This is an optimization exercise on Yosys and OpenROAD, whose aim is small area, not a production implementation.
The RTL was checked by simulation tests, not by an equivalence proof against the original design.
No driver is modelled on the clock port, so clock power and skew are understated where the tree is cut down; a real chip needs a root buffer or a tree.
Power figures rest on the tool's default switching activity, not on a simulated workload.

Setup of run a:
==> flow/design.v <==
module us_sensor(echo,trigger,ss,en,clk,rst);
input clk,echo,rst;
output reg trigger;
output [7:0] ss;
output [2:0] en;
localparam [23:0] TRG_A   = 24'h1a325c;
localparam [23:0] TRG_X   = 24'h27bfba;
localparam [23:0] TRG_POL = 24'haaaaaa;
reg  [23:0] trg_q;
wire [23:0] trg_s   = trg_q ^ TRG_POL;
wire        trg_end = (trg_s == TRG_X);
wire        trg_ld  = rst | trg_end;
wire [23:0] trg_v   = {TRG_A[23:1], ~rst & trigger};
wire [23:0] trg_n   = trg_ld ? trg_v
                    : {trg_s[22:0], ~(trg_s[23] ^ trg_s[22] ^ trg_s[21] ^ trg_s[16])};
always @(posedge clk) begin
	trg_q   <= trg_n ^ TRG_POL;
	trigger <= rst | (trigger ^ trg_end);
end
localparam [16:0] DSP_B   = 17'h16d96;
localparam [16:0] DSP_X   = 17'h150e9;
localparam [16:0] DSP_POL = 17'h0aaaa;
reg  [16:0] dsp_q;
wire [16:0] dsp_s   = dsp_q ^ DSP_POL;
wire        tick    = (dsp_s == DSP_X);
wire [16:0] dsp_n   = (rst | tick) ? {DSP_B[16:1], rst}
                    : {dsp_s[15:0], ~(dsp_s[16] ^ dsp_s[13])};
always @(posedge clk)
	dsp_q <= dsp_n ^ DSP_POL;
localparam [12:0] GAP_X   = 13'h058f;
localparam [12:0] GAP_POL = 13'h0aaa;
reg  [12:0] gap_q;
reg  [4:0]  ph;
wire        ph_long = ~ph[0] & ~ph[1];    
wire        ph_first = ph[0] & ph[1];     
wire [4:0]  ph_adv;
assign ph_adv[0] = ~ph[0] & ~ph[1];
assign ph_adv[1] = (ph[0] & ~ph[1] & ~ph[4]) | (ph[0] & ~ph[2]);
assign ph_adv[2] = (~ph[1] & ph[2] & ~ph[4]) | (~ph[0] & ph[2] & ph[4]) | (ph[1] & ~ph[2]);
assign ph_adv[3] = (~ph[2] & ph[3]) | (~ph[0] & ph[1] & ph[2] & ~ph[3]) | (~ph[1] & ph[3]);
assign ph_adv[4] = (ph[1] & ph[2] & ph[3]) | (~ph[0] & ph[4]) | (~ph[2] & ph[4]);
wire [12:0] gap_s   = gap_q ^ GAP_POL;
wire        gap_end = (gap_s == GAP_X);
wire        gap_ld  = rst | ~echo | gap_end;
wire [12:0] gap_n   = gap_ld ? {12'd0, ~(ph_long & echo & ~rst)}
                    : {gap_s[11:0], ~(gap_s[12] ^ gap_s[3] ^ gap_s[2] ^ gap_s[0])};
always @(posedge clk) begin
	gap_q <= gap_n ^ GAP_POL;
	if (rst | ~echo)
		ph <= 5'd7;
	else if (gap_end)
		ph <= ph_adv;
end
reg  [3:0] r0, r1, r2;
reg  [3:0] r0_n, r1_n, r2_n;
function [3:0] bcd_inc(input [3:0] b);
	bcd_inc = {b[3] ? ~b[0] : &b[2:0], b[2] ^ (b[1] & b[0]), (b[1] ^ b[0]) & ~b[3], ~b[0]};
endfunction
wire r0_9 = r0[3] & r0[0];
wire r1_9 = r1[3] & r1[0];
always @* begin
	r0_n = r0; r1_n = r1; r2_n = r2;
	if (rst) begin
		r0_n = 0; r1_n = 0; r2_n = 0;
	end else if (echo) begin
		if (gap_end) begin
			r0_n = bcd_inc(r0);
			if (r0_9) r1_n = bcd_inc(r1);
			if (r0_9 & r1_9) r2_n = {r2[3] | (r2[2] & r2[1] & r2[0]), r2[2] ^ (r2[1] & r2[0]), r2[1] ^ r2[0], ~r2[0]};
		end else if (ph_first) begin
			r0_n = 0; r1_n = 0; r2_n = 0;
		end
	end
end
reg [3:0] d0, d1, d2;
always @(posedge clk) begin
	r0 <= r0_n; r1 <= r1_n; r2 <= r2_n;
	if (rst | ~echo) begin
		d0 <= r0_n; d1 <= r1_n; d2 <= r2_n;
	end
end
reg  [1:0] pos;
reg  [3:0] dig;
wire [1:0] pos_n = {pos[1] ^ pos[0], ~pos[0] | pos[1]};    
always @(posedge clk) begin
	if (rst) begin
		pos <= 0;
		dig <= 4'd8;
	end else if (tick) begin
		pos <= pos_n;
		case (pos_n)
			2'd1: if (!(d2[3] & d2[1])) dig <= d2;    
			2'd2: dig <= d1;
			default: dig <= d0;
		endcase
	end
end
assign en = {pos[1] ^ pos[0], pos[0], pos[1]};
wire [6:0] seg;
assign seg[0] = (dig == 4'd1) | (dig == 4'd4) | (dig == 4'd10) | (dig == 4'd12) | (dig == 4'd14);
assign seg[1] = (dig == 4'd5) | (dig == 4'd6);
assign seg[2] = 1'b0;
assign seg[3] = (dig == 4'd1) | (dig == 4'd2) | (dig == 4'd4) | (dig == 4'd7) | (dig == 4'd12) | (dig == 4'd13) | (dig == 4'd14) | (dig == 4'd15);
assign seg[4] = (dig == 4'd1) | (dig == 4'd3) | (dig == 4'd4) | (dig == 4'd5) | (dig == 4'd7) | (dig == 4'd9) | (dig == 4'd10) | (dig == 4'd11);
assign seg[5] = (dig == 4'd1) | (dig == 4'd2) | (dig == 4'd3) | (dig == 4'd7);
assign seg[6] = (dig == 4'd0) | (dig == 4'd1) | (dig == 4'd7);
assign ss = {1'b1, seg};
endmodule
Settings: LEC_CHECK=0, CAP_MARGIN=20, CORE_MARGIN=2, CORE_UTILIZATION=40, PLACE_DENSITY=0.6, SLEW_MARGIN=20; clock period 30.0 ns.
standard.sh (not shown) runs the stock make flow with config.mk's settings and CLKGATE_MAP_FILE= SYNTH_SCRIPT=/design/flow/synth_recipe.tcl, a recipe that flattens the netlist after the stock synthesis.
==> flow/flow/run.sh <==
#!/bin/bash
# Layout flow: the standard flow (standard.sh) with these changes:
#  - synthesis is the standard flow's (synth_recipe.tcl and ORFS synth.tcl) with only
#    ABC's mapping script replaced by an area-oriented one (abc_area.script),
#  - port buffers are buf_1 (BUFFER_PORTS_ARGS),
#  - after the floorplan, every combinational cell that synthesis upsized is
#    replaced by the smallest cell of the same function (downsize.tcl); the
#    later repair steps fix any slew or load violation this makes,
#  - after CTS, the clock tree is rebuilt as one root buffer feeding one
#    leaf buffer per cluster of nearby registers (clocktree.tcl).
# Each tool's full output is in the ORFS logs under orfs/logs and in
# standard.log here.
set -e
here=$(pwd)
sed "s#^  log_cmd abc {\*}\$abc_args#  set abc_args [lreplace \$abc_args 1 1 $here/flow/abc_area.script]\n&#" \
  $FLOW_HOME/scripts/synth.tcl > $here/synth_abc.tcl
grep -q "flow/abc_area.script" $here/synth_abc.tcl
sed "s#source \$::env(SCRIPTS_DIR)/synth.tcl#source $here/synth_abc.tcl#" synth_recipe.tcl > $here/my_synth.tcl
grep -q "synth_abc.tcl" $here/my_synth.tcl
sed "s#SYNTH_SCRIPT=[^ ]*#SYNTH_SCRIPT=$here/my_synth.tcl#" standard.sh > $here/my_standard.sh
grep -q "my_synth.tcl" $here/my_standard.sh
export BUFFER_PORTS_ARGS="-buffer_cell sky130_fd_sc_hd__buf_1"
export POST_FLOORPLAN_TCL=$here/flow/downsize.tcl
export POST_CTS_TCL=$here/flow/clocktree.tcl
export CLOCK_LEAF_BUF=${CLOCK_LEAF_BUF:-sky130_fd_sc_hd__clkbuf_8}
export CLOCK_LEAVES=${CLOCK_LEAVES:-5}
export CLOCK_ROOT_BUF=${CLOCK_ROOT_BUF-sky130_fd_sc_hd__clkbuf_1}
bash $here/my_standard.sh finish "$@" > standard.log 2>&1
==> flow/flow/clocktree.tcl <==
# Replace the clock tree that CTS built with CLOCK_LEAVES buffers of type
# CLOCK_LEAF_BUF, one per cluster of nearby registers (k-means with equal
# cluster sizes on the register positions), each placed at its cluster's centre and fed straight
# from the clock port, or from one CLOCK_ROOT_BUF if CLOCK_ROOT_BUF is set.
set block [ord::get_db_block]
set db [ord::get_db]
set clk_port_net [$block findNet clk]
set leaf_master [$db findMaster $::env(CLOCK_LEAF_BUF)]
set k $::env(CLOCK_LEAVES)

# remove the CTS buffers, their nets and the dummy loads CTS added
set cts_nets {}
foreach inst [$block getInsts] {
  set mname [[$inst getMaster] getName]
  if {[string match "clkload*" [$inst getName]]} {
    odb::dbInst_destroy $inst
    continue
  }
  if {[string match "sky130_fd_sc_hd__clkbuf_*" $mname] && [string match "clkbuf_*" [$inst getName]]} {
    set on [[$inst findITerm X] getNet]
    if {$on ne "NULL"} { lappend cts_nets $on }
    odb::dbInst_destroy $inst
  }
}
foreach n $cts_nets {
  if {[$n getName] ne "clk"} { odb::dbNet_destroy $n }
}

# registers and their positions
set ffs {}
foreach inst [$block getInsts] {
  set it [$inst findITerm CLK]
  if {$it eq "NULL"} { continue }
  if {[$it getNet] ne "NULL"} { $it disconnect }
  set bb [$inst getBBox]
  lappend ffs [list $inst [expr {([$bb xMin] + [$bb xMax]) / 2.0}] [expr {([$bb yMin] + [$bb yMax]) / 2.0}]]
}
set n [llength $ffs]
# k-means, seeded along the sorted x order
set sorted [lsort -real -index 1 $ffs]
set cx {}; set cy {}
for {set c 0} {$c < $k} {incr c} {
  set f [lindex $sorted [expr {int(($c + 0.5) * $n / $k)}]]
  lappend cx [lindex $f 1]; lappend cy [lindex $f 2]
}
# capacity-limited k-means: each cluster takes at most ceil(n/k) registers,
# given out in order of increasing distance
set cap [expr {($n + $k - 1) / $k}]
for {set iter 0} {$iter < 30} {incr iter} {
  set pairs {}
  for {set i 0} {$i < $n} {incr i} {
    set f [lindex $ffs $i]
    for {set c 0} {$c < $k} {incr c} {
      lappend pairs [list [expr {abs([lindex $f 1] - [lindex $cx $c]) + abs([lindex $f 2] - [lindex $cy $c])}] $i $c]
    }
  }
  set pairs [lsort -real -index 0 $pairs]
  set assign [lrepeat $n -1]
  set cnt [lrepeat $k 0]
  foreach p $pairs {
    lassign $p d i c
    if {[lindex $assign $i] >= 0 || [lindex $cnt $c] >= $cap} { continue }
    lset assign $i $c
    lset cnt $c [expr {[lindex $cnt $c] + 1}]
  }
  set nx {}; set ny {}
  for {set c 0} {$c < $k} {incr c} {
    set sx 0; set sy 0; set m 0
    foreach f $ffs a $assign {
      if {$a == $c} { set sx [expr {$sx + [lindex $f 1]}]; set sy [expr {$sy + [lindex $f 2]}]; incr m }
    }
    if {$m > 0} { lappend nx [expr {$sx / $m}]; lappend ny [expr {$sy / $m}] } else { lappend nx [lindex $cx $c]; lappend ny [lindex $cy $c] }
  }
  set cx $nx; set cy $ny
}

set src_net $clk_port_net
if {[info exists ::env(CLOCK_ROOT_BUF)] && $::env(CLOCK_ROOT_BUF) ne ""} {
  set root [odb::dbInst_create $block [$db findMaster $::env(CLOCK_ROOT_BUF)] clkroot_buf]
  set src_net [odb::dbNet_create $block clkroot_net]
  $src_net setSigType CLOCK
  [$root findITerm A] connect $clk_port_net
  [$root findITerm X] connect $src_net
  set sx 0; set sy 0
  foreach x $cx y $cy { set sx [expr {$sx + $x}]; set sy [expr {$sy + $y}] }
  $root setLocation [expr {int($sx / $k)}] [expr {int($sy / $k)}]
  $root setPlacementStatus PLACED
}
for {set c 0} {$c < $k} {incr c} {
  set b [odb::dbInst_create $block $leaf_master clkleaf_buf_$c]
  set net [odb::dbNet_create $block clkleaf_net_$c]
  $net setSigType CLOCK
  [$b findITerm A] connect $src_net
  [$b findITerm X] connect $net
  set m 0
  foreach f $ffs a $assign {
    if {$a == $c} { [[lindex $f 0] findITerm CLK] connect $net; incr m }
  }
  $b setLocation [expr {int([lindex $cx $c])}] [expr {int([lindex $cy $c])}]
  $b setPlacementStatus PLACED
  puts "clocktree: leaf $c drives $m registers"
}
detailed_placement
check_placement -verbose
estimate_parasitics -placement
report_checks -path_delay min_max -format full_clock_expanded
report_check_types -max_slew -max_capacitance -violators
Other scripts of this flow, unchanged in this note and not shown: flow/flow/abc_area.script, flow/flow/downsize.tcl
[inputs] run b vs run a
--- a/flow/flow/run.sh
+++ b/flow/flow/run.sh
@@ -25,4 +25,4 @@
 export CLOCK_LEAF_BUF=${CLOCK_LEAF_BUF:-sky130_fd_sc_hd__clkbuf_8}
 export CLOCK_LEAVES=${CLOCK_LEAVES:-5}
-export CLOCK_ROOT_BUF=${CLOCK_ROOT_BUF-sky130_fd_sc_hd__clkbuf_1}
+export CLOCK_ROOT_BUF=${CLOCK_ROOT_BUF-sky130_fd_sc_hd__clkbuf_4}
 bash $here/my_standard.sh finish "$@" > standard.log 2>&1
--- a/flow/flow/clocktree.tcl
+++ b/flow/flow/clocktree.tcl
@@ -1,5 +1,5 @@
 # Replace the clock tree that CTS built with CLOCK_LEAVES buffers of type
-# CLOCK_LEAF_BUF, one per cluster of nearby registers (k-means with equal
-# cluster sizes on the register positions), each placed at its cluster's centre and fed straight
+# CLOCK_LEAF_BUF, one per cluster of nearby registers (k-means on the
+# register positions), each placed at its cluster's centre and fed straight
 # from the clock port, or from one CLOCK_ROOT_BUF if CLOCK_ROOT_BUF is set.
 set block [ord::get_db_block]
@@ -9,12 +9,8 @@
 set k $::env(CLOCK_LEAVES)
 
-# remove the CTS buffers, their nets and the dummy loads CTS added
+# remove the CTS buffers and their nets
 set cts_nets {}
 foreach inst [$block getInsts] {
   set mname [[$inst getMaster] getName]
-  if {[string match "clkload*" [$inst getName]]} {
-    odb::dbInst_destroy $inst
-    continue
-  }
   if {[string match "sky130_fd_sc_hd__clkbuf_*" $mname] && [string match "clkbuf_*" [$inst getName]]} {
     set on [[$inst findITerm X] getNet]
@@ -44,23 +40,13 @@
   lappend cx [lindex $f 1]; lappend cy [lindex $f 2]
 }
-# capacity-limited k-means: each cluster takes at most ceil(n/k) registers,
-# given out in order of increasing distance
-set cap [expr {($n + $k - 1) / $k}]
-for {set iter 0} {$iter < 30} {incr iter} {
-  set pairs {}
-  for {set i 0} {$i < $n} {incr i} {
-    set f [lindex $ffs $i]
+for {set iter 0} {$iter < 50} {incr iter} {
+  set assign {}
+  foreach f $ffs {
+    set best 0; set bd 1e30
     for {set c 0} {$c < $k} {incr c} {
-      lappend pairs [list [expr {abs([lindex $f 1] - [lindex $cx $c]) + abs([lindex $f 2] - [lindex $cy $c])}] $i $c]
+      set d [expr {abs([lindex $f 1] - [lindex $cx $c]) + abs([lindex $f 2] - [lindex $cy $c])}]
+      if {$d < $bd} { set bd $d; set best $c }
     }
-  }
-  set pairs [lsort -real -index 0 $pairs]
-  set assign [lrepeat $n -1]
-  set cnt [lrepeat $k 0]
-  foreach p $pairs {
-    lassign $p d i c
-    if {[lindex $assign $i] >= 0 || [lindex $cnt $c] >= $cap} { continue }
-    lset assign $i $c
-    lset cnt $c [expr {[lindex $cnt $c] + 1}]
+    lappend assign $best
   }
   set nx {}; set ny {}
## What came out
Run b did not stop at any stage, and its layout met the timing, design-rule and antenna checks.
Total power consumption of the routed design delta (run b -> run a): insignificant
NOTE wire length on met2 run a->run b increased slightly
Run a → run b: overall via count from detail_route roughly the same, remaining design rule violation count neither gained nor lost much, clock group share of total power lost 0.2 points, final clock skew increased 0.027 ns, routed metal-1 wirelength fell by 3.0%.
Comparing the two runs side by side, run b comes out ahead of run a on post-route minimum period.
Relative area change from synthesis to final layout (run b over run a): increase, 3.0 points
No run of this note takes its clock network from TritonCTS; it comes from the design's own scripts or RTL.

==> static timing again, ports no longer ideal <==
How much do the figures lean on ideal ports? The routed layouts below were timed once more, with nothing changed but the port constraints. Step 1 sets driving cells, clkbuf_16 on the clock port and buf_2 on the other inputs (assumed; they add their load-dependent delay and slew). Step 2, shift: input delay + t, output delay - t, t = (earliest + latest rising clock arrival at the registers) / 2. This alone moves slack from input paths to output paths. Slacks: ideal ports / drivers / drivers and shift; pairs: ideal ports / drivers.
run	t, ns	slack for setup (ns)	worst setup path at the end	slew at the worst register clock pin (ns)
run a	0.692	22.224 / 22.193 / 21.939	input to register	0.11 / 0.11
run b	0.392	22.295 / 22.303 / 21.911	input to register	0.13 / 0.13
After both steps every run listed still meets setup and hold. The setup slack of run b, which loses most, moves by +0.008 ns with the drivers and by -0.384 ns with both steps.
